From an optimization exercise on the open Yosys and OpenROAD flow, aimed at small area; shortcuts taken in it are not production practice.
RTL that was checked went through simulation tests only; none was proved equivalent to the original.
Only the layout flow was run in run 1; the RTL was not checked for function there.

## flow/design.v (module list and top-level ports; edited modules follow where they fit)
// module ai_accel: 1821 lines
// module wsel: 10 lines
// module aoi222: 5 lines
// module aoi22: 5 lines
// module nd2: 5 lines
// module nd3: 5 lines
// module nd4: 5 lines
// module xo2: 5 lines
// module fa: 6 lines
// module ha: 6 lines
// module hai: 6 lines
// module ham: 6 lines
module ai_accel
(
	rst_n,
	clk,
	addr,
	wr_en,
	accel_select,
	data_in,
	ctr,
	data_out
);
  // ...
==> flow/flow/run.sh <==
#!/bin/bash
# Standard layout (standard.sh), except: the synthesis buffers are removed at
# floorplan, ports get buf_2 buffers, and CTS inserts no dummy loads.
set -e
cat >> config.mk <<'EOF'
export REMOVE_ABC_BUFFERS = 1
export BUFFER_PORTS_ARGS = -buffer_cell sky130_fd_sc_hd__buf_2
export CTS_ARGS = -sink_clustering_enable -repair_clock_nets -dont_use_dummy_load -sink_clustering_size 25 -sink_clustering_max_diameter 100 -buf_list sky130_fd_sc_hd__clkbuf_16
EOF
bash standard.sh > standard.log 2>&1
==> flow/standard.sh <==
#!/bin/bash
# synth_recipe.tcl (not shown) runs the flow's synth.tcl, then flattens the netlist and writes it again
# the make line also repeats each setting of config.mk as NAME=value (left out here)
make -C /OpenROAD-flow-scripts/flow DESIGN_CONFIG=/design/flow/config.mk WORK_HOME=/design/flow/orfs CLKGATE_MAP_FILE= SYNTH_SCRIPT=/design/flow/synth_recipe.tcl "${@:-finish}"
==> flow/config.mk <==
export PLATFORM = sky130hd
export DESIGN_NAME = ai_accel
export DESIGN_NICKNAME = ai_accel
export VERILOG_FILES = /design/flow/design.v
export SDC_FILE = /design/flow/constraint.sdc
export NUM_CORES = 4
export LEC_CHECK = 0
export CAP_MARGIN = 20
export CORE_MARGIN = 2
export CORE_UTILIZATION = 60
export CTS_BUF_LIST = sky130_fd_sc_hd__clkbuf_16
export CTS_CLUSTER_DIAMETER = 100
export CTS_CLUSTER_SIZE = 25
export GPL_TIMING_DRIVEN = 0
export PLACE_DENSITY = 0.7
export SETUP_SLACK_MARGIN = 0
export SLEW_MARGIN = 20
export SYNTH_HIERARCHICAL = 1
export SYNTH_MINIMUM_KEEP_SIZE = 0
export REMOVE_ABC_BUFFERS = 1
export BUFFER_PORTS_ARGS = -buffer_cell sky130_fd_sc_hd__buf_2
export CTS_ARGS = -sink_clustering_enable -repair_clock_nets -dont_use_dummy_load -sink_clustering_size 25 -sink_clustering_max_diameter 100 -buf_list sky130_fd_sc_hd__clkbuf_16
==> flow/constraint.sdc <==
create_clock -name core_clock -period 32.0 [get_ports {clk}]
set_input_delay 6.4000 -clock core_clock [delete_from_list [all_inputs] [get_ports {clk}]]
set_output_delay 6.4000 -clock core_clock [all_outputs]
set_load 0.01 [all_outputs]
==> summary.txt, run 1 <==
Synthesis
  – Register area share after synthesis: 33.4%
  – Count leader, synth: nand2_1
  – Synth cell count leaders: nand2_1 (516), fa_1 (427), edfxtp_1 (248), a22oi_1 (146), inv_1 (84)
  – Synth warn: 7
  – Post-synthesis compound-gate area fraction: 10.9%

Critical path
  – Slowest cell delay on critical path: 0.79 ns
  – CP endpoint kind: output pin
  – Largest fanout on the critical path: 24
  – Buf/Inv on CP: 6
  – Crit path DAT: 24.92 ns

GRT
  – Number of global-route vias before repair: 18900
  – GRT met3 Usage: 14.0%

Place
  – Placed cells: 2458
  – Place WS: 0.405 ns

CTS
  – Clock sink count: 259
  – Clock transition at path regs: 0.07 ns
  – Clock Root Buffer: clkbuf_16
  – Post-CTS resize count: 2
  – Number of buffers created by CTS: 14

Hold path
  – Start point of the worst hold path: go_seen
  – Hold path depth: 1

Finish
  – Most common cell after layout, fill and taps aside: nand2_1
  – Clk cell area share: 1.41%
  – Diode count: 1
  – Multi-input gate share of total cell area: 60.6%
  – # nets final: 2485
  – Clock buf count: 14
  – Final core occ: 65.5%
  – Multi-input gate area: 15000 sq um
  – Fillers: 2897

Routing
  – Met3 wire length: 14.3 mm
  – Detail Route Antenna Nets: 0

Die
  – Initial Util: 61.2%
  – Die width: 200 um
  – Vert. Die Dim: 200 um
  – Num tapcells: 511

Timing
  – Setup tns final: 0 ns

Status
  – Status: no timing/DRC/antenna violations
==> inputs of run 2 (changes only) <==
--- a/flow/design.v
+++ b/flow/design.v
@@ -1572,258 +1572,287 @@
 	wire i1001 = ~c993;
 	wire s1002, c1002;
 	fa u1002 (c992, i1001, c995, s1002, c1002);
 	wire i1003 = ~s1002;
 	wire s1004, c1004;
 	fa u1004 (c996, i1003, c998, s1004, c1004);
 	wire s1005, c1005;
 	fa u1005 (s1004, c999, c1000, s1005, c1005);
-	wire i1006 = ~c1002;
-	wire s1007, c1007;
-	fa u1007 (i1006, c1004, c1005, s1007, c1007);
-	wire sc1008 = sC & c634;
-	wire sc1009 = sC & c692;
-	wire sc1010 = sC & c750;
-	wire sc1011 = sC & c808;
+	wire sc1006 = sC & c634;
+	wire sc1007 = sC & c692;
+	wire sc1008 = sC & c750;
+	wire sc1009 = sC & c808;
+	wire o1010;
+	aoi222 u1010 (sA0, data_A0[0], sA1, data_A1[0], sA2, data_A2[0], o1010);
+	wire o1011;
+	aoi222 u1011 (sB0, data_B0[0], sB1, data_B1[0], sB2, data_B2[0], o1011);
 	wire o1012;
-	aoi222 u1012 (sA0, data_A0[0], sA1, data_A1[0], sA2, data_A2[0], o1012);
+	aoi222 u1012 (sB3, data_B3[0], sc1009, d793, sC2, s855, o1012);
 	wire o1013;
-	aoi222 u1013 (sB0, data_B0[0], sB1, data_B1[0], sB2, data_B2[0], o1013);
-	wire o1014;
-	aoi222 u1014 (sB3, data_B3[0], sc1011, d793, sC2, s855, o1014);
+	aoi22 u1013 (s8, go_bit, s9, counter[0], o1013);
+	nd4 u1014 (o1010, o1011, o1012, o1013, data_out[0]);
 	wire o1015;
-	aoi22 u1015 (s8, go_bit, s9, counter[0], o1015);
-	nd4 u1016 (o1012, o1013, o1014, o1015, data_out[0]);
+	aoi222 u1015 (sA0, data_A0[1], sA1, data_A1[1], sA2, data_A2[1], o1015);
+	wire o1016;
+	aoi222 u1016 (sB0, data_B0[1], sB1, data_B1[1], sB2, data_B2[1], o1016);
 	wire o1017;
-	aoi222 u1017 (sA0, data_A0[1], sA1, data_A1[1], sA2, data_A2[1], o1017);
+	aoi222 u1017 (sB3, data_B3[1], sc1009, s796, sC2, s861, o1017);
 	wire o1018;
-	aoi222 u1018 (sB0, data_B0[1], sB1, data_B1[1], sB2, data_B2[1], o1018);
-	wire o1019;
-	aoi222 u1019 (sB3, data_B3[1], sc1011, s796, sC2, s861, o1019);
+	nd2 u1018 (s9, counter[1], o1018);
+	nd4 u1019 (o1015, o1016, o1017, o1018, data_out[1]);
 	wire o1020;
-	nd2 u1020 (s9, counter[1], o1020);
-	nd4 u1021 (o1017, o1018, o1019, o1020, data_out[1]);
+	aoi222 u1020 (sA0, data_A0[2], sA1, data_A1[2], sA2, data_A2[2], o1020);
+	wire o1021;
+	aoi222 u1021 (sB0, data_B0[2], sB1, data_B1[2], sB2, data_B2[2], o1021);
 	wire o1022;
-	aoi222 u1022 (sA0, data_A0[2], sA1, data_A1[2], sA2, data_A2[2], o1022);
-	wire o1023;
-	aoi222 u1023 (sB0, data_B0[2], sB1, data_B1[2], sB2, data_B2[2], o1023);
+	aoi222 u1022 (sB3, data_B3[2], sc1009, s798, sC2, s871, o1022);
+	nd3 u1023 (o1020, o1021, o1022, data_out[2]);
 	wire o1024;
-	aoi222 u1024 (sB3, data_B3[2], sc1011, s798, sC2, s871, o1024);
-	nd3 u1025 (o1022, o1023, o1024, data_out[2]);
+	aoi222 u1024 (sA0, data_A0[3], sA1, data_A1[3], sA2, data_A2[3], o1024);
+	wire o1025;
+	aoi222 u1025 (sB0, data_B0[3], sB1, data_B1[3], sB2, data_B2[3], o1025);
 	wire o1026;
-	aoi222 u1026 (sA0, data_A0[3], sA1, data_A1[3], sA2, data_A2[3], o1026);
-	wire o1027;
-	aoi222 u1027 (sB0, data_B0[3], sB1, data_B1[3], sB2, data_B2[3], o1027);
+	aoi222 u1026 (sB3, data_B3[3], sc1009, s800, sC2, s880, o1026);
+	nd3 u1027 (o1024, o1025, o1026, data_out[3]);
 	wire o1028;
-	aoi222 u1028 (sB3, data_B3[3], sc1011, s800, sC2, s880, o1028);
-	nd3 u1029 (o1026, o1027, o1028, data_out[3]);
+	aoi222 u1028 (sA0, data_A0[4], sA1, data_A1[4], sA2, data_A2[4], o1028);
+	wire o1029;
+	aoi222 u1029 (sB0, data_B0[4], sB1, data_B1[4], sB2, data_B2[4], o1029);
 	wire o1030;
-	aoi222 u1030 (sA0, data_A0[4], sA1, data_A1[4], sA2, data_A2[4], o1030);
-	wire o1031;
-	aoi222 u1031 (sB0, data_B0[4], sB1, data_B1[4], sB2, data_B2[4], o1031);
+	aoi222 u1030 (sB3, data_B3[4], sc1009, s802, sC2, s894, o1030);
+	nd3 u1031 (o1028, o1029, o1030, data_out[4]);
 	wire o1032;
-	aoi222 u1032 (sB3, data_B3[4], sc1011, s802, sC2, s894, o1032);
-	nd3 u1033 (o1030, o1031, o1032, data_out[4]);
+	aoi222 u1032 (sA0, data_A0[5], sA1, data_A1[5], sA2, data_A2[5], o1032);
+	wire o1033;
+	aoi222 u1033 (sB0, data_B0[5], sB1, data_B1[5], sB2, data_B2[5], o1033);
 	wire o1034;
-	aoi222 u1034 (sA0, data_A0[5], sA1, data_A1[5], sA2, data_A2[5], o1034);
-	wire o1035;
-	aoi222 u1035 (sB0, data_B0[5], sB1, data_B1[5], sB2, data_B2[5], o1035);
+	aoi222 u1034 (sB3, data_B3[5], sc1009, s804, sC2, s907, o1034);
+	nd3 u1035 (o1032, o1033, o1034, data_out[5]);
 	wire o1036;
-	aoi222 u1036 (sB3, data_B3[5], sc1011, s804, sC2, s907, o1036);
-	nd3 u1037 (o1034, o1035, o1036, data_out[5]);
+	aoi222 u1036 (sA0, data_A0[6], sA1, data_A1[6], sA2, data_A2[6], o1036);
+	wire o1037;
+	aoi222 u1037 (sB0, data_B0[6], sB1, data_B1[6], sB2, data_B2[6], o1037);
 	wire o1038;
-	aoi222 u1038 (sA0, data_A0[6], sA1, data_A1[6], sA2, data_A2[6], o1038);
-	wire o1039;
-	aoi222 u1039 (sB0, data_B0[6], sB1, data_B1[6], sB2, data_B2[6], o1039);
+	aoi222 u1038 (sB3, data_B3[6], sc1009, s806, sC2, s925, o1038);
+	nd3 u1039 (o1036, o1037, o1038, data_out[6]);
 	wire o1040;
-	aoi222 u1040 (sB3, data_B3[6], sc1011, s806, sC2, s925, o1040);
-	nd3 u1041 (o1038, o1039, o1040, data_out[6]);
+	aoi222 u1040 (sA0, data_A0[7], sA1, data_A1[7], sA2, data_A2[7], o1040);
+	wire o1041;
+	aoi222 u1041 (sB0, data_B0[7], sB1, data_B1[7], sB2, data_B2[7], o1041);
 	wire o1042;
-	aoi222 u1042 (sA0, data_A0[7], sA1, data_A1[7], sA2, data_A2[7], o1042);
-	wire o1043;
-	aoi222 u1043 (sB0, data_B0[7], sB1, data_B1[7], sB2, data_B2[7], o1043);
+	aoi222 u1042 (sB3, data_B3[7], sc1009, s808, sC2, s940, o1042);
+	nd3 u1043 (o1040, o1041, o1042, data_out[7]);
 	wire o1044;
-	aoi222 u1044 (sB3, data_B3[7], sc1011, s808, sC2, s940, o1044);
-	nd3 u1045 (o1042, o1043, o1044, data_out[7]);
+	aoi222 u1044 (sA0, data_A0[8], sA1, data_A1[8], sA2, data_A2[8], o1044);
+	wire o1045;
+	aoi222 u1045 (sB0, data_B0[8], sB1, data_B1[8], sB2, data_B2[8], o1045);
 	wire o1046;
-	aoi222 u1046 (sA0, data_A0[8], sA1, data_A1[8], sA2, data_A2[8], o1046);
-	wire o1047;
-	aoi222 u1047 (sB0, data_B0[8], sB1, data_B1[8], sB2, data_B2[8], o1047);
-	wire o1048;
-	aoi222 u1048 (sB3, data_B3[8], sc1010, d735, sC2, s957, o1048);
-	nd3 u1049 (o1046, o1047, o1048, data_out[8]);
-	wire i1050 = ~s970;
+	aoi222 u1046 (sB3, data_B3[8], sc1008, d735, sC2, s957, o1046);
+	nd3 u1047 (o1044, o1045, o1046, data_out[8]);
+	wire i1048 = ~s970;
+	wire o1049;
+	aoi222 u1049 (sA0, data_A0[9], sA1, data_A1[9], sA2, data_A2[9], o1049);
+	wire o1050;
+	aoi222 u1050 (sB0, data_B0[9], sB1, data_B1[9], sB2, data_B2[9], o1050);
 	wire o1051;
-	aoi222 u1051 (sA0, data_A0[9], sA1, data_A1[9], sA2, data_A2[9], o1051);
-	wire o1052;
-	aoi222 u1052 (sB0, data_B0[9], sB1, data_B1[9], sB2, data_B2[9], o1052);
-	wire o1053;
-	aoi222 u1053 (sB3, data_B3[9], sc1010, s738, sC2, i1050, o1053);
-	nd3 u1054 (o1051, o1052, o1053, data_out[9]);
-	wire i1055 = ~s983;
+	aoi222 u1051 (sB3, data_B3[9], sc1008, s738, sC2, i1048, o1051);
+	nd3 u1052 (o1049, o1050, o1051, data_out[9]);
+	wire i1053 = ~s983;
+	wire o1054;
+	aoi222 u1054 (sA0, data_A0[10], sA1, data_A1[10], sA2, data_A2[10], o1054);
+	wire o1055;
+	aoi222 u1055 (sB0, data_B0[10], sB1, data_B1[10], sB2, data_B2[10], o1055);
 	wire o1056;
-	aoi222 u1056 (sA0, data_A0[10], sA1, data_A1[10], sA2, data_A2[10], o1056);
-	wire o1057;
-	aoi222 u1057 (sB0, data_B0[10], sB1, data_B1[10], sB2, data_B2[10], o1057);
-	wire o1058;
-	aoi222 u1058 (sB3, data_B3[10], sc1010, s740, sC2, i1055, o1058);
-	nd3 u1059 (o1056, o1057, o1058, data_out[10]);
-	wire i1060 = ~s991;
+	aoi222 u1056 (sB3, data_B3[10], sc1008, s740, sC2, i1053, o1056);
+	nd3 u1057 (o1054, o1055, o1056, data_out[10]);
+	wire i1058 = ~s991;
+	wire o1059;
+	aoi222 u1059 (sA0, data_A0[11], sA1, data_A1[11], sA2, data_A2[11], o1059);
+	wire o1060;
+	aoi222 u1060 (sB0, data_B0[11], sB1, data_B1[11], sB2, data_B2[11], o1060);
 	wire o1061;
-	aoi222 u1061 (sA0, data_A0[11], sA1, data_A1[11], sA2, data_A2[11], o1061);
-	wire o1062;
-	aoi222 u1062 (sB0, data_B0[11], sB1, data_B1[11], sB2, data_B2[11], o1062);
-	wire o1063;
-	aoi222 u1063 (sB3, data_B3[11], sc1010, s742, sC2, i1060, o1063);
-	nd3 u1064 (o1061, o1062, o1063, data_out[11]);
-	wire i1065 = ~s1000;
+	aoi222 u1061 (sB3, data_B3[11], sc1008, s742, sC2, i1058, o1061);
+	nd3 u1062 (o1059, o1060, o1061, data_out[11]);
+	wire i1063 = ~s1000;
+	wire o1064;
+	aoi222 u1064 (sA0, data_A0[12], sA1, data_A1[12], sA2, data_A2[12], o1064);
+	wire o1065;
+	aoi222 u1065 (sB0, data_B0[12], sB1, data_B1[12], sB2, data_B2[12], o1065);
 	wire o1066;
-	aoi222 u1066 (sA0, data_A0[12], sA1, data_A1[12], sA2, data_A2[12], o1066);
-	wire o1067;
-	aoi222 u1067 (sB0, data_B0[12], sB1, data_B1[12], sB2, data_B2[12], o1067);
-	wire o1068;
-	aoi222 u1068 (sB3, data_B3[12], sc1010, s744, sC2, i1065, o1068);
-	nd3 u1069 (o1066, o1067, o1068, data_out[12]);
-	wire i1070 = ~s1005;
+	aoi222 u1066 (sB3, data_B3[12], sc1008, s744, sC2, i1063, o1066);
+	nd3 u1067 (o1064, o1065, o1066, data_out[12]);
+	wire i1068 = ~s1005;
+	wire o1069;
+	aoi222 u1069 (sA0, data_A0[13], sA1, data_A1[13], sA2, data_A2[13], o1069);
+	wire o1070;
+	aoi222 u1070 (sB0, data_B0[13], sB1, data_B1[13], sB2, data_B2[13], o1070);
 	wire o1071;
-	aoi222 u1071 (sA0, data_A0[13], sA1, data_A1[13], sA2, data_A2[13], o1071);
-	wire o1072;
-	aoi222 u1072 (sB0, data_B0[13], sB1, data_B1[13], sB2, data_B2[13], o1072);
+	aoi222 u1071 (sB3, data_B3[13], sc1008, s746, sC2, i1068, o1071);
+	nd3 u1072 (o1069, o1070, o1071, data_out[13]);
 	wire o1073;
-	aoi222 u1073 (sB3, data_B3[13], sc1010, s746, sC2, i1070, o1073);
-	nd3 u1074 (o1071, o1072, o1073, data_out[13]);
-	wire i1075 = ~s1007;
+	aoi222 u1073 (sA0, data_A0[14], sA1, data_A1[14], sA2, data_A2[14], o1073);
+	wire o1074;
+	aoi222 u1074 (sB0, data_B0[14], sB1, data_B1[14], sB2, data_B2[14], o1074);
+	wire o1075;
+	nd2 u1075 (sB3, data_B3[14], o1075);
 	wire o1076;
-	aoi222 u1076 (sA0, data_A0[14], sA1, data_A1[14], sA2, data_A2[14], o1076);
-	wire o1077;
-	aoi222 u1077 (sB0, data_B0[14], sB1, data_B1[14], sB2, data_B2[14], o1077);
+	nd2 u1076 (sc1008, s748, o1076);
+	nd4 u1077 (o1073, o1074, o1075, o1076, data_out[14]);
 	wire o1078;
-	aoi222 u1078 (sB3, data_B3[14], sc1010, s748, sC2, i1075, o1078);
-	nd3 u1079 (o1076, o1077, o1078, data_out[14]);
-	wire i1080 = ~c1007;
+	aoi222 u1078 (sA0, data_A0[15], sA1, data_A1[15], sA2, data_A2[15], o1078);
+	wire o1079;
+	aoi222 u1079 (sB0, data_B0[15], sB1, data_B1[15], sB2, data_B2[15], o1079);
+	wire o1080;
+	nd2 u1080 (sB3, data_B3[15], o1080);
 	wire o1081;
-	aoi222 u1081 (sA0, data_A0[15], sA1, data_A1[15], sA2, data_A2[15], o1081);
-	wire o1082;
-	aoi222 u1082 (sB0, data_B0[15], sB1, data_B1[15], sB2, data_B2[15], o1082);
+	nd2 u1081 (sc1008, s750, o1081);
+	nd4 u1082 (o1078, o1079, o1080, o1081, data_out[15]);
 	wire o1083;
-	aoi222 u1083 (sB3, data_B3[15], sc1010, s750, sC2, i1080, o1083);
-	nd3 u1084 (o1081, o1082, o1083, data_out[15]);
+	aoi222 u1083 (sA0, data_A0[16], sA1, data_A1[16], sA2, data_A2[16], o1083);
+	wire o1084;
+	aoi222 u1084 (sB0, data_B0[16], sB1, data_B1[16], sB2, data_B2[16], o1084);
 	wire o1085;
-	aoi222 u1085 (sA0, data_A0[16], sA1, data_A1[16], sA2, data_A2[16], o1085);
+	nd2 u1085 (sB3, data_B3[16], o1085);
 	wire o1086;
-	aoi222 u1086 (sB0, data_B0[16], sB1, data_B1[16], sB2, data_B2[16], o1086);
-	wire o1087;
-	aoi22 u1087 (sB3, data_B3[16], sc1009, d677, o1087);
-	nd3 u1088 (o1085, o1086, o1087, data_out[16]);
+	nd2 u1086 (sc1007, d677, o1086);
+	nd4 u1087 (o1083, o1084, o1085, o1086, data_out[16]);
+	wire o1088;
+	aoi222 u1088 (sA0, data_A0[17], sA1, data_A1[17], sA2, data_A2[17], o1088);
 	wire o1089;
-	aoi222 u1089 (sA0, data_A0[17], sA1, data_A1[17], sA2, data_A2[17], o1089);
+	aoi222 u1089 (sB0, data_B0[17], sB1, data_B1[17], sB2, data_B2[17], o1089);
 	wire o1090;
-	aoi222 u1090 (sB0, data_B0[17], sB1, data_B1[17], sB2, data_B2[17], o1090);
+	nd2 u1090 (sB3, data_B3[17], o1090);
 	wire o1091;
-	aoi22 u1091 (sB3, data_B3[17], sc1009, s680, o1091);
-	nd3 u1092 (o1089, o1090, o1091, data_out[17]);
+	nd2 u1091 (sc1007, s680, o1091);
+	nd4 u1092 (o1088, o1089, o1090, o1091, data_out[17]);
 	wire o1093;
 	aoi222 u1093 (sA0, data_A0[18], sA1, data_A1[18], sA2, data_A2[18], o1093);
 	wire o1094;
 	aoi222 u1094 (sB0, data_B0[18], sB1, data_B1[18], sB2, data_B2[18], o1094);
 	wire o1095;
-	aoi22 u1095 (sB3, data_B3[18], sc1009, s682, o1095);
-	nd3 u1096 (o1093, o1094, o1095, data_out[18]);
-	wire o1097;
-	aoi222 u1097 (sA0, data_A0[19], sA1, data_A1[19], sA2, data_A2[19], o1097);
+	nd2 u1095 (sB3, data_B3[18], o1095);
+	wire o1096;
+	nd2 u1096 (sc1007, s682, o1096);
+	nd4 u1097 (o1093, o1094, o1095, o1096, data_out[18]);
 	wire o1098;
-	aoi222 u1098 (sB0, data_B0[19], sB1, data_B1[19], sB2, data_B2[19], o1098);
+	aoi222 u1098 (sA0, data_A0[19], sA1, data_A1[19], sA2, data_A2[19], o1098);
 	wire o1099;
-	aoi22 u1099 (sB3, data_B3[19], sc1009, s684, o1099);
-	nd3 u1100 (o1097, o1098, o1099, data_out[19]);
+	aoi222 u1099 (sB0, data_B0[19], sB1, data_B1[19], sB2, data_B2[19], o1099);
+	wire o1100;
+	nd2 u1100 (sB3, data_B3[19], o1100);
 	wire o1101;
-	aoi222 u1101 (sA0, data_A0[20], sA1, data_A1[20], sA2, data_A2[20], o1101);
-	wire o1102;
-	aoi222 u1102 (sB0, data_B0[20], sB1, data_B1[20], sB2, data_B2[20], o1102);
+	nd2 u1101 (sc1007, s684, o1101);
+	nd4 u1102 (o1098, o1099, o1100, o1101, data_out[19]);
 	wire o1103;
-	aoi22 u1103 (sB3, data_B3[20], sc1009, s686, o1103);
-	nd3 u1104 (o1101, o1102, o1103, data_out[20]);
+	aoi222 u1103 (sA0, data_A0[20], sA1, data_A1[20], sA2, data_A2[20], o1103);
+	wire o1104;
+	aoi222 u1104 (sB0, data_B0[20], sB1, data_B1[20], sB2, data_B2[20], o1104);
 	wire o1105;
-	aoi222 u1105 (sA0, data_A0[21], sA1, data_A1[21], sA2, data_A2[21], o1105);
+	nd2 u1105 (sB3, data_B3[20], o1105);
 	wire o1106;
-	aoi222 u1106 (sB0, data_B0[21], sB1, data_B1[21], sB2, data_B2[21], o1106);
-	wire o1107;
-	aoi22 u1107 (sB3, data_B3[21], sc1009, s688, o1107);
-	nd3 u1108 (o1105, o1106, o1107, data_out[21]);
+	nd2 u1106 (sc1007, s686, o1106);
+	nd4 u1107 (o1103, o1104, o1105, o1106, data_out[20]);
+	wire o1108;
+	aoi222 u1108 (sA0, data_A0[21], sA1, data_A1[21], sA2, data_A2[21], o1108);
 	wire o1109;
-	aoi222 u1109 (sA0, data_A0[22], sA1, data_A1[22], sA2, data_A2[22], o1109);
+	aoi222 u1109 (sB0, data_B0[21], sB1, data_B1[21], sB2, data_B2[21], o1109);
 	wire o1110;
-	aoi222 u1110 (sB0, data_B0[22], sB1, data_B1[22], sB2, data_B2[22], o1110);
+	nd2 u1110 (sB3, data_B3[21], o1110);
 	wire o1111;
-	aoi22 u1111 (sB3, data_B3[22], sc1009, s690, o1111);
-	nd3 u1112 (o1109, o1110, o1111, data_out[22]);
+	nd2 u1111 (sc1007, s688, o1111);
+	nd4 u1112 (o1108, o1109, o1110, o1111, data_out[21]);
 	wire o1113;
-	aoi222 u1113 (sA0, data_A0[23], sA1, data_A1[23], sA2, data_A2[23], o1113);
+	aoi222 u1113 (sA0, data_A0[22], sA1, data_A1[22], sA2, data_A2[22], o1113);
 	wire o1114;
-	aoi222 u1114 (sB0, data_B0[23], sB1, data_B1[23], sB2, data_B2[23], o1114);
+	aoi222 u1114 (sB0, data_B0[22], sB1, data_B1[22], sB2, data_B2[22], o1114);
 	wire o1115;
-	aoi22 u1115 (sB3, data_B3[23], sc1009, s692, o1115);
-	nd3 u1116 (o1113, o1114, o1115, data_out[23]);
-	wire o1117;
-	aoi222 u1117 (sA0, data_A0[24], sA1, data_A1[24], sA2, data_A2[24], o1117);
+	nd2 u1115 (sB3, data_B3[22], o1115);
+	wire o1116;
+	nd2 u1116 (sc1007, s690, o1116);
+	nd4 u1117 (o1113, o1114, o1115, o1116, data_out[22]);
 	wire o1118;
-	aoi222 u1118 (sB0, data_B0[24], sB1, data_B1[24], sB2, data_B2[24], o1118);
+	aoi222 u1118 (sA0, data_A0[23], sA1, data_A1[23], sA2, data_A2[23], o1118);
 	wire o1119;
-	aoi22 u1119 (sB3, data_B3[24], sc1008, d619, o1119);
-	nd3 u1120 (o1117, o1118, o1119, data_out[24]);
+	aoi222 u1119 (sB0, data_B0[23], sB1, data_B1[23], sB2, data_B2[23], o1119);
+	wire o1120;
+	nd2 u1120 (sB3, data_B3[23], o1120);
 	wire o1121;
-	aoi222 u1121 (sA0, data_A0[25], sA1, data_A1[25], sA2, data_A2[25], o1121);
-	wire o1122;
-	aoi222 u1122 (sB0, data_B0[25], sB1, data_B1[25], sB2, data_B2[25], o1122);
+	nd2 u1121 (sc1007, s692, o1121);
+	nd4 u1122 (o1118, o1119, o1120, o1121, data_out[23]);
 	wire o1123;
-	aoi22 u1123 (sB3, data_B3[25], sc1008, s622, o1123);
-	nd3 u1124 (o1121, o1122, o1123, data_out[25]);
+	aoi222 u1123 (sA0, data_A0[24], sA1, data_A1[24], sA2, data_A2[24], o1123);
+	wire o1124;
+	aoi222 u1124 (sB0, data_B0[24], sB1, data_B1[24], sB2, data_B2[24], o1124);
 	wire o1125;
-	aoi222 u1125 (sA0, data_A0[26], sA1, data_A1[26], sA2, data_A2[26], o1125);
+	nd2 u1125 (sB3, data_B3[24], o1125);
 	wire o1126;
-	aoi222 u1126 (sB0, data_B0[26], sB1, data_B1[26], sB2, data_B2[26], o1126);
-	wire o1127;
-	aoi22 u1127 (sB3, data_B3[26], sc1008, s624, o1127);
-	nd3 u1128 (o1125, o1126, o1127, data_out[26]);
+	nd2 u1126 (sc1006, d619, o1126);
+	nd4 u1127 (o1123, o1124, o1125, o1126, data_out[24]);
+	wire o1128;
+	aoi222 u1128 (sA0, data_A0[25], sA1, data_A1[25], sA2, data_A2[25], o1128);
 	wire o1129;
-	aoi222 u1129 (sA0, data_A0[27], sA1, data_A1[27], sA2, data_A2[27], o1129);
+	aoi222 u1129 (sB0, data_B0[25], sB1, data_B1[25], sB2, data_B2[25], o1129);
 	wire o1130;
-	aoi222 u1130 (sB0, data_B0[27], sB1, data_B1[27], sB2, data_B2[27], o1130);
+	nd2 u1130 (sB3, data_B3[25], o1130);
 	wire o1131;
-	aoi22 u1131 (sB3, data_B3[27], sc1008, s626, o1131);
-	nd3 u1132 (o1129, o1130, o1131, data_out[27]);
+	nd2 u1131 (sc1006, s622, o1131);
+	nd4 u1132 (o1128, o1129, o1130, o1131, data_out[25]);
 	wire o1133;
-	aoi222 u1133 (sA0, data_A0[28], sA1, data_A1[28], sA2, data_A2[28], o1133);
+	aoi222 u1133 (sA0, data_A0[26], sA1, data_A1[26], sA2, data_A2[26], o1133);
 	wire o1134;
-	aoi222 u1134 (sB0, data_B0[28], sB1, data_B1[28], sB2, data_B2[28], o1134);
+	aoi222 u1134 (sB0, data_B0[26], sB1, data_B1[26], sB2, data_B2[26], o1134);
 	wire o1135;
-	aoi22 u1135 (sB3, data_B3[28], sc1008, s628, o1135);
-	nd3 u1136 (o1133, o1134, o1135, data_out[28]);
-	wire o1137;
-	aoi222 u1137 (sA0, data_A0[29], sA1, data_A1[29], sA2, data_A2[29], o1137);
+	nd2 u1135 (sB3, data_B3[26], o1135);
+	wire o1136;
+	nd2 u1136 (sc1006, s624, o1136);
+	nd4 u1137 (o1133, o1134, o1135, o1136, data_out[26]);
 	wire o1138;
-	aoi222 u1138 (sB0, data_B0[29], sB1, data_B1[29], sB2, data_B2[29], o1138);
+	aoi222 u1138 (sA0, data_A0[27], sA1, data_A1[27], sA2, data_A2[27], o1138);
 	wire o1139;
-	aoi22 u1139 (sB3, data_B3[29], sc1008, s630, o1139);
-	nd3 u1140 (o1137, o1138, o1139, data_out[29]);
+	aoi222 u1139 (sB0, data_B0[27], sB1, data_B1[27], sB2, data_B2[27], o1139);
+	wire o1140;
+	nd2 u1140 (sB3, data_B3[27], o1140);
 	wire o1141;
-	aoi222 u1141 (sA0, data_A0[30], sA1, data_A1[30], sA2, data_A2[30], o1141);
-	wire o1142;
-	aoi222 u1142 (sB0, data_B0[30], sB1, data_B1[30], sB2, data_B2[30], o1142);
+	nd2 u1141 (sc1006, s626, o1141);
+	nd4 u1142 (o1138, o1139, o1140, o1141, data_out[27]);
 	wire o1143;
-	aoi22 u1143 (sB3, data_B3[30], sc1008, s632, o1143);
-	nd3 u1144 (o1141, o1142, o1143, data_out[30]);
+	aoi222 u1143 (sA0, data_A0[28], sA1, data_A1[28], sA2, data_A2[28], o1143);
+	wire o1144;
+	aoi222 u1144 (sB0, data_B0[28], sB1, data_B1[28], sB2, data_B2[28], o1144);
 	wire o1145;
-	aoi222 u1145 (sA0, data_A0[31], sA1, data_A1[31], sA2, data_A2[31], o1145);
+	nd2 u1145 (sB3, data_B3[28], o1145);
 	wire o1146;
-	aoi222 u1146 (sB0, data_B0[31], sB1, data_B1[31], sB2, data_B2[31], o1146);
-	wire o1147;
-	aoi222 u1147 (sB3, data_B3[31], sc1008, s634, s8, done_bit, o1147);
-	nd3 u1148 (o1145, o1146, o1147, data_out[31]);
+	nd2 u1146 (sc1006, s628, o1146);
+	nd4 u1147 (o1143, o1144, o1145, o1146, data_out[28]);
+	wire o1148;
+	aoi222 u1148 (sA0, data_A0[29], sA1, data_A1[29], sA2, data_A2[29], o1148);
+	wire o1149;
+	aoi222 u1149 (sB0, data_B0[29], sB1, data_B1[29], sB2, data_B2[29], o1149);
+	wire o1150;
+	nd2 u1150 (sB3, data_B3[29], o1150);
+	wire o1151;
+	nd2 u1151 (sc1006, s630, o1151);
+	nd4 u1152 (o1148, o1149, o1150, o1151, data_out[29]);
+	wire o1153;
+	aoi222 u1153 (sA0, data_A0[30], sA1, data_A1[30], sA2, data_A2[30], o1153);
+	wire o1154;
+	aoi222 u1154 (sB0, data_B0[30], sB1, data_B1[30], sB2, data_B2[30], o1154);
+	wire o1155;
+	nd2 u1155 (sB3, data_B3[30], o1155);
+	wire o1156;
+	nd2 u1156 (sc1006, s632, o1156);
+	nd4 u1157 (o1153, o1154, o1155, o1156, data_out[30]);
+	wire o1158;
+	aoi222 u1158 (sA0, data_A0[31], sA1, data_A1[31], sA2, data_A2[31], o1158);
+	wire o1159;
+	aoi222 u1159 (sB0, data_B0[31], sB1, data_B1[31], sB2, data_B2[31], o1159);
+	wire o1160;
+	aoi222 u1160 (sB3, data_B3[31], sc1006, s634, s8, done_bit, o1160);
+	nd3 u1161 (o1158, o1159, o1160, data_out[31]);
 endmodule
 module wsel(st, vA0, vA1, vA2, vB0, vB1, vB2, vB3, s0, s1, s2);
 	input [1:0] st;
 	input vA0, vA1, vA2, vB0, vB1, vB2, vB3;
 	output [3:0] s0, s1, s2;
 	wire x = st[1];
 	wire y = st[0];
 	assign s0 = {x & y & vB1, x & ~y & vB1, ~x & y & vB0, ~x & ~y & vB0} & {4{vA0}};
==> run 2 against run 1 <==
Setup slack worse by 0.16 ns; clock skew is 0.011 ns higher; critical path depth is 2 lower; synthesized cell count is 0.52% higher; core utilization is 0.21 points lower; final area is 0.56% lower; register-to-register slack worse by 0.81 ns; first-iteration DRC count is 4.5% lower; via count is 0.97% higher; die area is 0.43% lower.
==> summary.txt, run 2 <==
Status
  – Status: no timing/DRC/antenna violations

Synthesis
  – Area leader, netlist: fa_1
  – Post-synth top area share: 37.0%
  – Cell variety after synth: 57
  – Simple-gate share of the synthesized area: 14.3%
  – Register area share after synthesis: 33.5% (+0.15 points)
  – Largest family of logic cells by synthesized area: adder cells
  – Syn Inst Count: 1919
  – Post-synthesis compound-gate area fraction: 10.0% (-0.90 points)
  – Synthesized flop and latch total: 259
  – Synth area leaders: fa_1 (37%), edfxtp_1 (32%), nand2_1 (9.0%), a22oi_1 (4.8%), a222oi_1 (3.5%)
  – Top FF cell, synth: edfxtp_1
  – Synth Area in XOR/XNOR: 1.10%
  – Synth cell count leaders: nand2_1 (555), fa_1 (426), edfxtp_1 (248), a22oi_1 (146), a222oi_1 (81)
  – Async SR Flop Fraction: 4.25%
  – Mean post-synth cell area: 12.0 sq um
  – Adder-Cell Fraction of Synth Area: 38.4%
  – Multiplexer share of the synthesized area: 0.0434%
  – Count leader, synth: nand2_1
  – Post-synth EDFFs: 248
  – Synth Cell Area: 23100 sq um
  – Synth warn: 7 (unchanged)

Hold path
  – Hold path depth: 1 (unchanged)
  – Start point of the worst hold path: go_seen
  – Hold crit path type: register to register
  – WHS Endpoint: go_seen

GRT
  – First-pass GRT wire length: 130 mm
  – Number of global-route vias before repair: 18900 (-0.063%)
  – Largest net degree at the start of global routing: 33
  – Total global-route track usage: 46.9%
  – Initial antenna violation count: 6
  – Grt ovf: 0

Timing
  – Setup repair after global routing missed its margin: no
  – PnR worst setup slack: 0.519 ns
  – Final worst path period need: 31.48 ns
  – Worst slew margin: 18.5%
  – Setup-failing EPs final: 0
  – Clock skew: 0.0445 ns
  – Fin. Hold Viols: 0
  – Max Fclk: 31.8 MHz
  – Measured slew at the worst slew-check pin: 1.22 ns
  – Setup tns final: 0 ns (unchanged)
  – Worst Hold Slack: 0.475 ns
  – Ratio of final minimum period to clock period: 98.4%
  – Pins Over Slew Limit: 0

Finish
  – Most common cell after layout, fill and taps aside: nand2_1
  – Fillers: 2884 (-0.45%)
  – Share of layout cells above drive strength 1: 7.90%
  – Most frequent cells in the layout: nand2_1 (554), fa_1 (426), edfxtp_1 (248)
  – # nets final: 2496 (+0.44%)
  – Area delta synth->final: 6.94%
  – Final core occ: 65.3% (-0.21 points)

Routing
  – Via count of the routed design: 18400
  – WL per Instance: 36.3 um
  – Vias per cell: 7.38
  – First-pass iteration count of the detailed router: 10
  – Detail Route Antenna Nets: 0 (unchanged)
  – Final WL: 90.3 mm
  – Initial DRC Count: 3499
  – DRC violations left: 0

Die
  – Vert. Die Dim: 200 um (-0.21%)
  – # rows: 71
  – Initial Util: 61.1% (-0.12 points)
  – Die area: 40000 sq um
  – Die width: 200 um (-0.21%)
  – Core Area: 37800 sq um
  – Ports: 116

Critical path
  – Startpoint Class: register
  – Worst R2R Path Depth: 21
  – Worst R2R End: res1[7]
  – CP endpoint kind: output pin
  – Flop2flop setup slack: 21.39 ns
  – Slowest stage cell, crit path: a222oi_1
  – Cell mode on critical path: fa_1
  – Critical path class: register to output pin
  – Slowest cell delay on critical path: 0.89 ns (+0.10 ns)
  – Crit path DAT: 25.08 ns (+0.16 ns)
  – R2R Path Start: st[0]
  – CP required: 25.60 ns
  – Largest fanout on the critical path: 24 (unchanged)

CTS
  – Clock Root Buffer: clkbuf_16
  – Number of buffers created by CTS: 14 (unchanged)
  – Setup repair bufs after CTS: 0
  – Clock transition at path regs: 0.07 ns (about the same)
  – Clk latency of the worst-skew pair: 0.50 ns
  – H-tree depth: 1
  – Clock Path Buffers: 3
  – Clock sink count: 259 (unchanged)
  – CTS tree: built

Place
  – Place WS: 1.41 ns (+1.00 ns)
  – DPL Wire Length: 69.1 mm
  – GPL Wtd Cong: 1.06
  – I/O Buffers: 73

Job
  – Max Cap Viol: 0
-- run 2: cell families after synthesis --
family | Yosys count
and+or+nand+nor | 751
AOI/OAI and AO/OA | 283
muxes | 1
adders and majority gates | 451
other | 1
DFF | 259
buffers and inverters | 144
xor gates and xnor gates | 29
-- run 2: layer usage --
metal | global-route usage, % | share of wire (%) | vias up
li1 | - | - | 6928
met3 | 17.3 | 17 | 349
met2 | 65.1 | 41 | 1915
met1 | 64.7 | 35 | 9167
met4 | 25.2 | 6.7 | 6
met5 | 1.60 | 0.038 | -
-- run 2: Yosys stat by module (local to each module, per instance), a selection --
module | copies in the design | cells
xo2 | 28 | 1
nd4 | 19 | 1
fa | 426 | 1
ham | 12 | 2
nd2 | 35 | 1
aoi222 | 79 | 1
wsel | 1 | 14
-- run 2: worst max path at each step --
stage | from | to | slack [ns] | cells past startpoint
3_3_place_gp | st[1] | data_out[13] | 1.19 | 58
3_5_place_dp | st[1] | data_out[13] | 1.41 | 58
2_1_floorplan | st[1] | data_out[13] | 4.73 | 57
6_report | st[0] | data_out[13] | 0.52 | 58
4_1_cts | st[1] | data_out[13] | 0.88 | 58
5_1_grt | st[0] | data_out[13] | 0.0002 | 58
-- run 2: timing repair --
item                       4_1_cts  5_1_grt
resized for setup                0        7
setup endpoints to repair        0        1
hold buffers                     0        0
-- run 2: worst max-delay path: cells and delay by family (launching register included) --
kind / cells / cell delay [ns]
adders and majority gates: 37 / 17.04
xor gates and xnor gates: 1 / 0.52
and+or+nand+nor: 11 / 4.29
DFF: 1 / 0.68
buffers and inverters: 6 / 0.63
AOI/OAI and AO/OA: 3 / 1.39
-- run 2: stage by stage --
stage | instances | area (sq um)
2_1_floorplan | 1865 | 22800
3_3_place_gp | 2449 | 23800
3_5_place_dp | 2472 | 24200
4_1_cts | 2486 | 24600
5_1_grt | 2488 | 24600
6_report | 2490 | 24700
-- run 2: final cells by class --
class	count	area, sq um	share of cell area (%)
Sequential cell	259	7720	31.3
Timing Repair Buffer	96	747	3.03
Multi-Input combinational cell	1529	14900	60.4
Clock buffer	14	350	1.42
Antenna cell	4	10.0	0.0406
Tap cell	511	639	2.59
Inverter	77	289	1.17
==> inputs of run 3 (changes only) <==
--- a/flow/config.mk
+++ b/flow/config.mk
@@ -5,7 +5,7 @@
 export SDC_FILE = /design/flow/constraint.sdc
 export NUM_CORES = 4
 export LEC_CHECK = 0
-export CAP_MARGIN = 20
+export CAP_MARGIN = 0
 export CORE_MARGIN = 2
 export CORE_UTILIZATION = 60
 export CTS_BUF_LIST = sky130_fd_sc_hd__clkbuf_16
@@ -14,7 +14,7 @@
 export GPL_TIMING_DRIVEN = 0
 export PLACE_DENSITY = 0.7
 export SETUP_SLACK_MARGIN = 0
-export SLEW_MARGIN = 20
+export SLEW_MARGIN = 0
 export SYNTH_HIERARCHICAL = 1
 export SYNTH_MINIMUM_KEEP_SIZE = 0
 export REMOVE_ABC_BUFFERS = 1
==> run 3 against run 2 <==
Die area unchanged; critical path depth did not move; clock-buffer cell count is the same; highest routed layer unchanged; setup slack gained 0.21 ns; global-route usage about the same; hold slack better by 0.00053 ns; non-clock buffer count is 9 lower; still clean; critical endpoint unchanged; core utilization down 0.42 points; area after synthesis unchanged.
==> summary.txt, run 3 <==
Status
  – Status: no timing/DRC/antenna violations

Timing
  – Pins Over Slew Limit: 0 (unchanged)
  – Ratio of final minimum period to clock period: 97.7% (-0.65 points)
  – Max Fclk: 32.0 MHz (+0.67%)
  – Setup repair after global routing missed its margin: no
  – Measured slew at the worst slew-check pin: 1.22 ns (-0.00267 ns)
  – Setup-failing EPs final: 0 (unchanged)
  – Worst slew margin: 18.7% (+0.18 points)
  – Setup tns final: 0 ns (unchanged)
  – Final worst path period need: 31.27 ns (-0.209 ns)
  – Clock skew: 0.0379 ns (-0.00659 ns)
  – Fin. Hold Viols: 0 (unchanged)

Critical path
  – CP required: 25.60 ns (about the same)
  – Slowest cell delay on critical path: 0.81 ns (-0.08 ns)
  – Critical path class: register to output pin
  – Crit path DAT: 24.87 ns (-0.21 ns)
  – Largest fanout on the critical path: 24 (unchanged)
  – Slowest stage cell, crit path: and4b_2
  – Startpoint Class: register
  – CP endpoint kind: output pin
  – Cell mode on critical path: fa_1

Die
  – Vert. Die Dim: 200 um (unchanged)
  – Die width: 200 um (unchanged)
  – # rows: 71 (unchanged)
  – Initial Util: 61.1% (unchanged)
  – Core Area: 37800 sq um (unchanged)
  – Die area: 40000 sq um (unchanged)
  – Ports: 116 (unchanged)

Hold path
  – Hold crit path type: register to register

Synthesis
  – Mean post-synth cell area: 12.0 sq um (unchanged)
  – Async SR Flop Fraction: 4.25% (unchanged)
  – Synth cell count leaders: nand2_1 (555), fa_1 (426), edfxtp_1 (248), a22oi_1 (146), a222oi_1 (81)
  – Synth warn: 7 (unchanged)
  – Top FF cell, synth: edfxtp_1
  – Synth Cell Area: 23100 sq um (unchanged)
  – Syn Inst Count: 1919 (unchanged)
  – Area leader, netlist: fa_1
  – Count leader, synth: nand2_1
  – Post-synth EDFFs: 248 (unchanged)
  – Cell variety after synth: 57 (unchanged)
  – Synth area leaders: fa_1 (37%), edfxtp_1 (32%), nand2_1 (9.0%), a22oi_1 (4.8%), a222oi_1 (3.5%)
  – Synthesized flop and latch total: 259 (unchanged)
  – Register area share after synthesis: 33.5% (unchanged)
  – Post-synth top area share: 37.0% (unchanged)

Routing
  – Detail Route Antenna Nets: 0 (unchanged)
  – WL per Instance: 36.4 um (+0.28%)
  – Final WL: 90.2 mm (-0.12%)
  – First-pass iteration count of the detailed router: 11 (+1)
  – Initial DRC Count: 3316 (-5.2%)
  – Via count of the routed design: 18200 (-0.70%)
  – Vias per cell: 7.35 (-0.30%)
  – DRC violations left: 0 (unchanged)

Finish
  – Multi-input gate area: 14900 sq um (about the same)
  – # nets final: 2487 (-0.36%)
  – Storage cell area: 7720 sq um (unchanged)
  – Most frequent cells in the layout: nand2_1 (554), fa_1 (426), edfxtp_1 (248)
  – Share of layout cells above drive strength 1: 7.43% (-0.47 points)
  – Fillers: 2881 (-0.10%)
  – Area delta synth->final: 6.25%
  – Most common cell after layout, fill and taps aside: nand2_1

GRT
  – Largest net degree at the start of global routing: 33 (unchanged)
  – Total global-route track usage: 46.9% (about the same)
  – Grt ovf: 0 (unchanged)
  – First-pass GRT wire length: 130 mm (about the same)
  – Initial antenna violation count: 7 (+1)
  – Number of global-route vias before repair: 19000 (+0.27%)

CTS
  – Clock Path Buffers: 3 (unchanged)
  – Clock Root Buffer: clkbuf_16
  – # hold bufs at CTS: 0 (unchanged)
  – H-tree depth: 1 (unchanged)
  – Clock transition at path regs: 0.07 ns (about the same)
  – CTS tree: built
  – Clock sink count: 259 (unchanged)
  – Setup repair bufs after CTS: 0 (unchanged)
  – Clk latency of the worst-skew pair: 0.52 ns (+0.02 ns)
  – Number of buffers created by CTS: 14 (unchanged)

Place
  – GPL Wtd Cong: 1.06 (unchanged)
  – I/O Buffers: 73 (unchanged)
  – DPL Wire Length: 68.5 mm (-0.85%)

Job
  – Max Cap Viol: 0 (unchanged)
==> run 3: kinds of logic (layout without fill, tap and decap cells) <==
logic type      Yosys count  count (layout)  synth area share, %
fa+ha+maj               451             451                 38.4
compound gates          283             283                 10.0
other cells               1              17               0.0163
flops                   259             259                 33.5
xor+xnor                 29              29                 1.10
mux                       1               1               0.0434
simple gates            751             751                 14.3
buf+inv                 144             178                 2.65
==> run 3: final timing paths <==
path	from	end	slack, ns	cells past startpoint
worst min-delay path	go_seen	go_seen	0.48	1
min in group asynchronous	rst_n	vA1	5.75	1
worst max register to register	st[1]	res3[7]	21.56	21
max in group asynchronous	rst_n	st[1]	26.01	1
worst max-delay path	st[1]	data_out[13]	0.73	58
worst min register to register	go_seen	go_seen	0.48	1
==> run 3: what timing repair did <==
item | in CTS | in global routing
resized for setup | 0 | 11
endpoints found under the setup margin | 0 | 2
hold endpoints to repair | 0 | 0
==> run 3: layer usage <==
layer,global-route usage [%],part of all wire (%),routed length [um],vias to the layer above
li1,-,-,-,6908
met1,64.5,35,31200,9166
met2,64.5,41,36700,1792
met3,17.7,18,15800,361
met4,26.5,7.0,6290,10
met5,1.73,0.15,137,-
==> run 3: area by class of cell <==
class	count	share of cell area (%)
inverters	77	1.18
clock buffers	14	1.43
flip-flops and latches	259	31.5
multi-input cells	1529	60.8
well taps	511	2.61
repair buffers	87	2.46
diodes	3	0.0306
==> run 3: per-module statistics from Yosys (local to each module, per instance) <==
module / cells inside / flip-flops and latches
fa: 1 / 0
hai: 3 / 0
xo2: 1 / 0
ham: 2 / 0
nd2: 1 / 0
ai_accel: 1269 / 259
aoi222: 1 / 0
nd3: 1 / 0
aoi22: 1 / 0
nd4: 1 / 0
ha: 1 / 0
wsel: 14 / 0
==> run 3: critical path, delay by kind of cell, from the launching register on <==
family | cells | cell delay (ns)
adder cells (fa/ha/maj) | 37 | 17.04
AND/OR/NAND/NOR | 11 | 4.20
AO/OA/AOI/OAI | 3 | 1.25
flip-flops | 1 | 0.70
buffers and inverters | 6 | 0.61
XOR/XNOR | 1 | 0.52
==> run 3: stage by stage <==
| step | util, % | instances | setup WS [ns] | instance area (sq um) | hold WS (ns) |
|---|---|---|---|---|---|
| 4_1_cts | 64.8 | 2477 | 0.532 | 24400 | 0.478 |
| 6_report | 64.9 | 2480 | 0.728 | 24500 | 0.476 |
| 3_5_place_dp | 63.8 | 2463 | 1.13 | 24100 | 0.461 |
| 5_1_grt | 64.9 | 2480 | 0.0312 | 24500 | 0.502 |
| 2_1_floorplan | - | 1865 | 4.73 | 22800 | 0.439 |
| 3_3_place_gp | 63.0 | 2449 | 1.19 | 23800 | 0.453 |
==> inputs of run 4 (changes only) <==
--- a/flow/config.mk
+++ b/flow/config.mk
@@ -5,7 +5,7 @@
 export SDC_FILE = /design/flow/constraint.sdc
 export NUM_CORES = 4
 export LEC_CHECK = 0
-export CAP_MARGIN = 0
+export CAP_MARGIN = 5
 export CORE_MARGIN = 2
 export CORE_UTILIZATION = 60
 export CTS_BUF_LIST = sky130_fd_sc_hd__clkbuf_16
@@ -14,7 +14,7 @@
 export GPL_TIMING_DRIVEN = 0
 export PLACE_DENSITY = 0.7
 export SETUP_SLACK_MARGIN = 0
-export SLEW_MARGIN = 0
+export SLEW_MARGIN = 5
 export SYNTH_HIERARCHICAL = 1
 export SYNTH_MINIMUM_KEEP_SIZE = 0
 export REMOVE_ABC_BUFFERS = 1
==> run 4 against run 3 <==
First-iteration DRC count increased by 3.4%; sequential share of layout area about the same; flip-flop and latch count unchanged.
==> summary.txt, run 4 <==
Die
  – Vert. Die Dim: 200 um (unchanged)
  – # rows: 71 (unchanged)
  – Ports: 116 (unchanged)
  – Die area: 40000 sq um (unchanged)
  – Initial Util: 61.1% (unchanged)
  – Die width: 200 um (unchanged)
  – Core Area: 37800 sq um (unchanged)

Critical path
  – CP required: 25.60 ns (about the same)
  – CP endpoint kind: output pin
  – Startpoint Class: register
  – Crit path DAT: 24.92 ns (+0.05 ns)
  – Cell mode on critical path: fa_1
  – Largest fanout on the critical path: 24 (unchanged)
  – Slowest cell delay on critical path: 0.99 ns (+0.18 ns)
  – Slowest stage cell, crit path: xor2_1
  – Flop2flop setup slack: 21.72 ns (+0.16 ns)
  – Critical path class: register to output pin

Synthesis
  – Synthesized flop and latch total: 259 (unchanged)
  – Synth warn: 7 (unchanged)
  – Cell variety after synth: 57 (unchanged)
  – Post-synth EDFFs: 248 (unchanged)
  – Top FF cell, synth: edfxtp_1
  – Synth cell count leaders: nand2_1 (555), fa_1 (426), edfxtp_1 (248), a22oi_1 (146), a222oi_1 (81)
  – Synth Cell Area: 23100 sq um (unchanged)
  – Syn Inst Count: 1919 (unchanged)
  – Mean post-synth cell area: 12.0 sq um (unchanged)
  – Synth area leaders: fa_1 (37%), edfxtp_1 (32%), nand2_1 (9.0%), a22oi_1 (4.8%), a222oi_1 (3.5%)
  – Count leader, synth: nand2_1
  – Async SR Flop Fraction: 4.25% (unchanged)
  – Post-synth top area share: 37.0% (unchanged)
  – Area leader, netlist: fa_1
  – Register area share after synthesis: 33.5% (unchanged)

Job
  – Max Cap Viol: 0 (unchanged)

Timing
  – Final worst path period need: 31.32 ns (+0.0451 ns)
  – Setup-failing EPs final: 0 (unchanged)
  – Worst slew margin: 15.4% (-3.3 points)
  – Pins Over Slew Limit: 0 (unchanged)
  – Setup tns final: 0 ns (unchanged)
  – Max Fclk: 31.9 MHz (-0.14%)
  – Fin. Hold Viols: 0 (unchanged)
  – Setup repair after global routing missed its margin: no
  – Clock skew: 0.0306 ns (-0.00725 ns)
  – Ratio of final minimum period to clock period: 97.9% (+0.14 points)
  – PnR worst setup slack: 0.683 ns (-0.0451 ns)
  – Measured slew at the worst slew-check pin: 1.26 ns (+0.0498 ns)

CTS
  – # hold bufs at CTS: 0 (unchanged)
  – Clk latency of the worst-skew pair: 0.51 ns (about the same)
  – Clock sink count: 259 (unchanged)
  – Number of buffers created by CTS: 14 (unchanged)
  – Clock Root Buffer: clkbuf_16
  – Clock Path Buffers: 3 (unchanged)
  – Clock transition at path regs: 0.06 ns (about the same)
  – CTS tree: built
  – H-tree depth: 1 (unchanged)

Finish
  – Most frequent cells in the layout: nand2_1 (555), fa_1 (426), edfxtp_1 (248)
  – Multi-input gate area: 14900 sq um (about the same)
  – Finished Layout Cells: 2484 (+0.16%)
  – Most common cell after layout, fill and taps aside: nand2_1
  – # nets final: 2489 (+0.080%)
  – Area delta synth->final: 6.33% (about the same)
  – Share of layout cells above drive strength 1: 7.47% (+0.043 points)
  – Final core occ: 64.9% (about the same)
  – Storage cell area: 7720 sq um (unchanged)
  – Fillers: 2866 (-0.52%)

Routing
  – Vias per cell: 7.31 (-0.56%)
  – WL per Instance: 36.1 um (-0.76%)
  – Detail Route Antenna Nets: 0 (unchanged)
  – First-pass iteration count of the detailed router: 12 (+1)
  – Via count of the routed design: 18200 (-0.39%)
  – Final WL: 89.6 mm (-0.60%)
  – DRC violations left: 0 (unchanged)
  – Initial DRC Count: 3429 (+3.4%)

GRT
  – Total global-route track usage: 46.9% (-0.091 points)
  – Grt ovf: 0 (unchanged)
  – Number of global-route vias before repair: 19000 (+0.16%)
  – First-pass GRT wire length: 129 mm (-0.28%)
  – Initial antenna violation count: 6 (-1)
  – Largest net degree at the start of global routing: 33 (unchanged)

Status
  – Status: no timing/DRC/antenna violations

Place
  – GPL Wtd Cong: 1.06 (unchanged)
  – Placed cells: 2465 (+0.081%)
  – Place WS: 1.09 ns (-0.0326 ns)
  – I/O Buffers: 73 (unchanged)
  – DPL Wire Length: 68.5 mm (about the same)

Hold path
  – Hold crit path type: register to register
-- run 4: cell type report --
type / instances / area share (%)
Antenna cell: 5 / 0.0510
Clock buffer: 14 / 1.43
Multi-Input combinational cell: 1529 / 60.7
Inverter: 77 / 1.18
Timing Repair Buffer: 89 / 2.56
Sequential cell: 259 / 31.5
Tap cell: 511 / 2.61
-- run 4: modules after synthesis (local to each module, per instance) --
module | area [sq um] | flip-flops and latches | cells inside
ai_accel | 12700 | 259 | 1269
wsel | 161 | 0 | 14
fa | 20.0 | 0 | 1
hai | 20.0 | 0 | 3
ham | 16.3 | 0 | 2
aoi22 | 12.5 | 0 | 1
ha | 12.5 | 0 | 1
aoi222 | 10.0 | 0 | 1
xo2 | 8.76 | 0 | 1
nd4 | 6.26 | 0 | 1
nd3 | 5.00 | 0 | 1
nd2 | 3.75 | 0 | 1
-- run 4: routing by layer --
metal	GRT usage, %	share of wire (%)
met5	1.98	0.13
met4	25.7	7.1
met3	17.5	17
met2	64.9	41
met1	64.2	35
-- run 4: final timing paths --
check	startpoint	to	depth (start not counted)
hold reg to reg	go_seen	go_seen	1
setup / recovery	st[1]	data_out[13]	57
setup reg to reg	st[1]	res2[6]	21
max in group asynchronous	rst_n	st[1]	1
min in group asynchronous	rst_n	vB1	1
hold / removal	go_seen	go_seen	1
-- run 4: cells by family (layout without fill, tap and decap cells) --
| logic type | Yosys count | after routing | share of synthesized area [%] |
|---|---|---|---|
| AO/OA/AOI/OAI | 283 | 283 | 10.0 |
| XOR/XNOR | 29 | 29 | 1.10 |
| adder cells (fa/ha/maj) | 451 | 451 | 38.4 |
| buffers and inverters | 144 | 180 | 2.65 |
| flip-flops | 259 | 259 | 33.5 |
| multiplexers | 1 | 1 | 0.0434 |
| other | 1 | 19 | 0.0163 |
| AND/OR/NAND/NOR | 751 | 751 | 14.3 |
-- run 4: metrics by stage --
| step | hold WS, ns | instance area [sq um] |
|---|---|---|
| after floorplan | 0.439 | 22800 |
| after global placement | 0.453 | 23800 |
| after detailed placement | 0.461 | 24100 |
| after CTS | 0.477 | 24500 |
| after global routing | 0.501 | 24500 |
| final | 0.475 | 24500 |
-- run 4: repair_timing --
item,CTS,global route
buffers inserted,0,0
gates resized for setup,0,7
endpoints found under the setup margin,0,2
-- run 4: worst max-delay path, delay by kind of cell, from the launching register on --
family | cells | cell delay, ns
fa+ha+maj | 36 | 16.59
simple gates | 11 | 4.17
xor+xnor | 1 | 0.99
compound gates | 3 | 1.33
flops | 1 | 0.70
buf+inv | 6 | 0.59
==> inputs of run 5 (changes only) <==
==> flow/flow/run.sh (replaced) <==
#!/bin/bash
# Standard layout (standard.sh), except: the synthesis buffers are removed at
# floorplan, ports get buf_1 buffers, and CTS inserts no dummy loads.
set -e
cat >> config.mk <<'EOF'
export REMOVE_ABC_BUFFERS = 1
export BUFFER_PORTS_ARGS = -buffer_cell sky130_fd_sc_hd__buf_1
export CTS_ARGS = -sink_clustering_enable -repair_clock_nets -dont_use_dummy_load -sink_clustering_size 16 -sink_clustering_max_diameter 80 -buf_list sky130_fd_sc_hd__clkbuf_8
EOF
bash standard.sh > standard.log 2>&1
==> flow/config.mk (replaced) <==
export PLATFORM = sky130hd
export DESIGN_NAME = ai_accel
export DESIGN_NICKNAME = ai_accel
export VERILOG_FILES = /design/flow/design.v
export SDC_FILE = /design/flow/constraint.sdc
export NUM_CORES = 4
export LEC_CHECK = 0
export CAP_MARGIN = 5
export CORE_MARGIN = 2
export CORE_UTILIZATION = 60
export CTS_BUF_LIST = sky130_fd_sc_hd__clkbuf_8
export CTS_CLUSTER_DIAMETER = 80
export CTS_CLUSTER_SIZE = 16
export GPL_TIMING_DRIVEN = 0
export PLACE_DENSITY = 0.7
export SETUP_SLACK_MARGIN = 0
export SLEW_MARGIN = 5
export SYNTH_HIERARCHICAL = 1
export SYNTH_MINIMUM_KEEP_SIZE = 0
export REMOVE_ABC_BUFFERS = 1
export BUFFER_PORTS_ARGS = -buffer_cell sky130_fd_sc_hd__buf_1
export CTS_ARGS = -sink_clustering_enable -repair_clock_nets -dont_use_dummy_load -sink_clustering_size 16 -sink_clustering_max_diameter 80 -buf_list sky130_fd_sc_hd__clkbuf_8
==> run 5 against run 4 <==
Routed wire length increased by 0.67%; maximum frequency decreased by 0.26%; area after synthesis unchanged; setup slack got worse by 0.083 ns; global-route usage increased by 0.26 points; core utilization decreased by 0.40 points; hold slack improved by 0.0034 ns; register-to-register slack got worse by 0.22 ns; sequential share of layout area increased by 0.20 points; critical path type unchanged; critical endpoint unchanged.
==> summary.txt, run 5 <==
Status
  – Status: no timing/DRC/antenna violations

Routing
  – First-pass iteration count of the detailed router: 10 (-2)
  – WL per Instance: 36.3 um (+0.55%)
  – DRC violations left: 0 (unchanged)
  – Final WL: 90.2 mm (+0.67%)
  – Vias per cell: 7.36 (+0.62%)
  – Detail Route Antenna Nets: 0 (unchanged)

GRT
  – Total global-route track usage: 47.1% (+0.26 points)
  – Largest net degree at the start of global routing: 33 (unchanged)
  – Initial antenna violation count: 2 (-4)
  – First-pass GRT wire length: 130 mm (+0.21%)

Synthesis
  – Largest family of logic cells by synthesized area: adder cells
  – Top FF cell, synth: edfxtp_1
  – Adder-Cell Fraction of Synth Area: 38.4% (unchanged)
  – Area leader, netlist: fa_1
  – Syn Inst Count: 1919 (unchanged)
  – Count leader, synth: nand2_1
  – Synth cell count leaders: nand2_1 (555), fa_1 (426), edfxtp_1 (248), a22oi_1 (146), a222oi_1 (81)
  – Register area share after synthesis: 33.5% (unchanged)
  – Synth Cell Area: 23100 sq um (unchanged)
  – Post-synthesis compound-gate area fraction: 10.0% (unchanged)
  – Synth area leaders: fa_1 (37%), edfxtp_1 (32%), nand2_1 (9.0%), a22oi_1 (4.8%), a222oi_1 (3.5%)
  – Cell variety after synth: 57 (unchanged)
  – Simple-gate share of the synthesized area: 14.3% (unchanged)
  – Synth Area in XOR/XNOR: 1.10% (unchanged)
  – Async SR Flop Fraction: 4.25% (unchanged)
  – Mean post-synth cell area: 12.0 sq um (unchanged)
  – Multiplexer share of the synthesized area: 0.0434% (unchanged)
  – Post-synth top area share: 37.0% (unchanged)

Timing
  – Worst Hold Slack: 0.478 ns (+0.00344 ns)
  – Fin. Hold Viols: 0 (unchanged)
  – Ratio of final minimum period to clock period: 98.1% (+0.26 points)
  – Pins Over Slew Limit: 0 (unchanged)
  – Setup repair after global routing missed its margin: no
  – Setup-failing EPs final: 0 (unchanged)
  – Setup tns final: 0 ns (unchanged)
  – Clock skew: 0.0948 ns (+0.0642 ns)
  – Worst slew margin: 20.7% (+5.3 points)

CTS
  – Clock sink count: 259 (unchanged)
  – Clk latency of the worst-skew pair: 0.60 ns (+0.09 ns)
  – H-tree depth: 1 (unchanged)
  – Clock Path Buffers: 3 (unchanged)
  – CTS tree: built

Finish
  – Most frequent cells in the layout: nand2_1 (554), fa_1 (426), edfxtp_1 (248)
  – Share of layout cells above drive strength 1: 4.15% (-3.3 points)
  – Final core occ: 64.5% (-0.40 points)
  – Fillers: 2898 (+1.1%)

Die
  – Core Area: 37800 sq um (unchanged)
  – Die width: 200 um (unchanged)
  – # rows: 71 (unchanged)
  – Vert. Die Dim: 200 um (unchanged)
  – Die area: 40000 sq um (unchanged)
  – Initial Util: 61.1% (unchanged)

Critical path
  – CP endpoint kind: output pin
  – Stages on worst setup path: 58 (+1.8%)
  – Buf/Inv on CP: 6 (unchanged)
  – Slowest stage cell, crit path: and4bb_2
  – CP required: 25.60 ns (about the same)
  – Crit path DAT: 25.00 ns (+0.08 ns)
  – Worst path top cell family by delay: adder cells
  – Cell mode on critical path: fa_1
  – Critical path class: register to output pin

Hold path
  – Hold crit path type: register to register
  – Hold path depth: 1 (unchanged)

Place
  – I/O Buffers: 73 (unchanged)
  – GPL Wtd Cong: 1.05 (-0.45%)
  – DPL Wire Length: 68.8 mm (+0.41%)

Job
  – Max Cap Viol: 0 (unchanged)
[run 5: cell counts after synthesis]
No cell type changed its count.
[run 5: metal layers]
metal / part of all wire, % / vias to the layer above / track usage (%)
met3: 17 / 375 / 17.3
li1: - / 6923 / -
met1: 35 / 9141 / 65.9
met2: 40 / 1858 / 64.7
met5: 0.014 / - / 0
met4: 7.4 / 2 / 25.1
[run 5: logic make-up (layout without fill, tap and decap cells)]
logic type | Yosys count | in the layout
AO/OA/AOI/OAI | 283 | 283
buffers and inverters | 144 | 187
adder cells (fa/ha/maj) | 451 | 451
other | 1 | 15
flip-flops | 259 | 259
multiplexers | 1 | 1
AND/OR/NAND/NOR | 751 | 751
XOR/XNOR | 29 | 29
[run 5: what timing repair did]
item,in CTS,in global routing
setup buffers,0,0
endpoints found under the setup margin,0,2
gates resized for setup,0,8
[run 5: path summary, 6_finish.rpt]
| kind | from | end | slack, ns |
|---|---|---|---|
| setup / recovery | st[1] | data_out[13] | 0.60 |
| setup reg to reg | st[1] | res2[6] | 21.50 |
| hold / removal | go_seen | go_seen | 0.48 |
| min in group asynchronous | rst_n | vB1 | 5.79 |
| max in group asynchronous | rst_n | vB3 | 25.78 |
| hold reg to reg | go_seen | go_seen | 0.48 |
[run 5: area by class of cell]
| type | count | area [sq um] | area share, % |
|---|---|---|---|
| Sequential cell | 259 | 7720 | 31.7 |
| Inverter | 77 | 289 | 1.19 |
| Tap cell | 511 | 639 | 2.62 |
| Multi-Input combinational cell | 1529 | 14900 | 61.1 |
| Timing Repair Buffer | 89 | 544 | 2.23 |
| Clock buffer | 21 | 289 | 1.19 |
| Antenna cell | 1 | 2.50 | 0.0103 |
[run 5: worst reg2reg max path, stage by stage, from the launching register on]
cell and delay [ns]:
dfrtp_1 0.60, and4bb_2 0.97, a22oi_1 0.16, nand2_1 0.73
nand2_1 0.19, fa_1 0.55, fa_1 0.43, fa_1 0.47
fa_1 0.55, fa_1 0.69, fa_1 0.47, fa_1 0.44
fa_1 0.46, fa_1 0.55, inv_1 0.04, ha_1 0.16
nand3b_1 0.32, or4_1 0.58, a221oi_1 0.34, nand4_1 0.27
nor4_4 0.61, nand4_1 0.50
[run 5: through the flow]
step | cell area (sq um) | worst slack [ns] | std cells
2_1_floorplan | 22800 | 4.73 | 1865
3_3_place_gp | 23700 | 1.20 | 2449
3_5_place_dp | 24000 | 1.13 | 2465
4_1_cts | 24300 | 0.487 | 2486
5_1_grt | 24400 | 0.0440 | 2486
6_report | 24400 | 0.600 | 2487
[run 5: per-module statistics from Yosys (local to each module, per instance), excerpt]
| module | flip-flops and latches | cells inside |
|---|---|---|
| nd4 | 0 | 1 |
| wsel | 0 | 14 |
| fa | 0 | 1 |
| aoi222 | 0 | 1 |
| ha | 0 | 1 |
| nd3 | 0 | 1 |
| hai | 0 | 3 |

==> static timing again, ports no longer ideal <==
The flow's constraints put no driver on any port. The routed layouts listed below were extracted and timed again, unchanged, in two steps.
Step 1 sets driving cells, clkbuf_16 on the clock port and buf_2 on the other inputs (assumed; they add their load-dependent delay and slew).
Step 2 adds t to the input delays and takes it off the output delays; t is the mean of the earliest and latest rising clock arrival at the registers after step 1. Input paths then give back, and output paths get back, about the clock's delay inside the block.
Three values: no drivers, after step 1, after step 2; two values: the first two.
run | t (ns) | setup slack, ns | worst setup path at the end | worst slew at a driven data input, ns
run 1 | 0.546 | 0.684 / 0.633 / 1.179 | register to output | 0.07
run 2 | 0.530 | 0.519 / 0.472 / 1.001 | register to output | 0.09
run 3 | 0.547 | 0.728 / 0.675 / 1.222 | register to output | 0.09
run 4 | 0.544 | 0.683 / 0.628 / 1.173 | register to output | 0.07
run 5 | 0.603 | 0.600 / 0.553 / 1.156 | register to output | 0.07
After both steps every run listed still meets setup and hold.
